Source: an optimization exercise on an open RTL-to-GDS flow (aim: small area). Production flows keep margins and buffers that such runs may drop. In this exercise RTL edits were held to simulation tests only and were not proved equivalent to the original.

Design sort16_top, start of the top module:
module sort16_top (
    input  logic         clk,
    input  logic         rst_n,
    input  logic         in_valid,
    input  logic [255:0] in_data,    
    output logic         out_valid,
    output logic [255:0] out_data    
);
    logic [1:0] valid;
    always_ff @(posedge clk) begin
        if (!rst_n) valid <= '0;
        else valid <= {valid[0:0], in_valid};
    end
    assign out_valid = valid[1];
    logic [15:0] v0_0, v0_1, v0_2, v0_3, v0_4, v0_5, v0_6, v0_7, v0_8, v0_9, v0_10, v0_11, v0_12, v0_13, v0_14, v0_15;
    assign v0_0 = in_data[15:0];
    assign v0_1 = in_data[31:16];
    assign v0_2 = in_data[47:32];
    assign v0_3 = in_data[63:48];
    assign v0_4 = in_data[79:64];
    assign v0_5 = in_data[95:80];
    assign v0_6 = in_data[111:96];
    assign v0_7 = in_data[127:112];
    assign v0_8 = in_data[143:128];
    assign v0_9 = in_data[159:144];
    assign v0_10 = in_data[175:160];
    assign v0_11 = in_data[191:176];
    assign v0_12 = in_data[207:192];
    assign v0_13 = in_data[223:208];
    assign v0_14 = in_data[239:224];
    assign v0_15 = in_data[255:240];
    logic g1_0_13;
    assign g1_0_13 = v0_0 > v0_13;
    logic g1_1_12;
    assign g1_1_12 = v0_1 > v0_12;
    logic g1_2_15;
    assign g1_2_15 = v0_2 > v0_15;
    logic g1_3_14;
    assign g1_3_14 = v0_3 > v0_14;
    logic g1_4_8;
    assign g1_4_8 = v0_4 > v0_8;
    logic g1_5_6;
    assign g1_5_6 = v0_5 > v0_6;
    logic g1_7_11;
    assign g1_7_11 = v0_7 > v0_11;
    logic g1_9_10;
    assign g1_9_10 = v0_9 > v0_10;
    logic s1_0_13;
    logic [15:0] v1_0, v1_13;
    assign s1_0_13 = g1_0_13;
    assign v1_0 = s1_0_13 ? v0_13 : v0_0;
    assign v1_13 = s1_0_13 ? v0_0 : v0_13;
    logic s1_1_12;
    logic [15:0] v1_1, v1_12;
    assign s1_1_12 = g1_1_12;
    assign v1_1 = s1_1_12 ? v0_12 : v0_1;
    assign v1_12 = s1_1_12 ? v0_1 : v0_12;
    logic s1_2_15;
    logic [15:0] v1_2, v1_15;
  ...
Size: about 520 I/O pins, roughly 38,000 sq um of cells after synthesis.
export LEC_CHECK = 0
export CAP_MARGIN = 20
export CORE_MARGIN = 2
export CORE_UTILIZATION = 60
export GPL_TIMING_DRIVEN = 0
export PLACE_DENSITY = 0.7
export SETUP_SLACK_MARGIN = 0.35
export SLEW_MARGIN = 20
create_clock -name core_clock -period 7.0 [get_ports {clk}]
standard.sh (not shown) runs the stock make flow with config.mk's settings and CLKGATE_MAP_FILE= SYNTH_SCRIPT=/design/flow/synth_recipe.tcl, a recipe that flattens the netlist after the stock synthesis.
==> flow/flow/run.sh <==
#!/bin/bash
set -euo pipefail
cd "$(dirname "$0")/.."
R=orfs/results/sky130hd/sort16_top/base
bash standard.sh synth > std_synth.log 2>&1
python3 flow/sortnet.py net hand_netlist.v > sortnet.log 2>&1
python3 flow/sortnet.py check $R/1_2_yosys.v hand_netlist.v > regcheck.log 2>&1
cp $R/1_2_yosys.v std_synth_netlist.v
cp hand_netlist.v $R/1_2_yosys.v
rm -f $R/1_synth.odb $R/1_synth.sdc
touch $R/1_2_yosys.v
export BUFFER_PORTS_ARGS="-buffer_cell sky130_fd_sc_hd__buf_1"
# clock tree: small clock buffers, no dummy loads
export CTS_ARGS="-sink_clustering_enable -repair_clock_nets -dont_use_dummy_load -sink_clustering_size 16 -sink_clustering_max_diameter 60 -root_buf sky130_fd_sc_hd__clkbuf_16 -buf_list {sky130_fd_sc_hd__clkbuf_4 sky130_fd_sc_hd__clkbuf_8}"
# sizing may change a cell's footprint (the platform default limits repair to same-size swaps)
bash standard.sh finish MATCH_CELL_FOOTPRINT=0 > layout.log 2>&1
Other scripts of this flow, unchanged in this note and not shown: flow/flow/sortnet.py
The baseline completed without violations.
==> next run, changes <==
Settings changed: SETUP_SLACK_MARGIN 0.35 to 0.28.
Setup slack is better by 0.014 ns.
Cell area falls by 1.0%.
Sequential cell count is unchanged.
Non-clock buffer count falls by 6.
Hold slack barely changes.
Fmax barely changes.
Clock-buffer cell count stays the same.

-- port drivers added, routing unchanged --
In the flow no input, the clock included, has a driving cell. The finished layouts below were timed again as built, in two steps.
Step 1, drivers: a clkbuf_16 drives clk and a buf_2 each remaining input, both assumed.
Step 2 also shifts input and output timing later by t, the mid clock arrival at the registers, as if the neighbouring blocks saw the same clock.
Three values: ideal, step 1, step 2; two values: the first two.
run	t, ns	setup WS [ns]	hold slack, ns
the first run	0.630	0.348 / 0.384 / -0.229	0.453 / 0.453 / 0.453
the second run	0.627	0.363 / 0.335 / -0.214	0.453 / 0.453 / 0.453
With both steps, setup timing fails in the first run and the second run, where it was met with ideal ports.
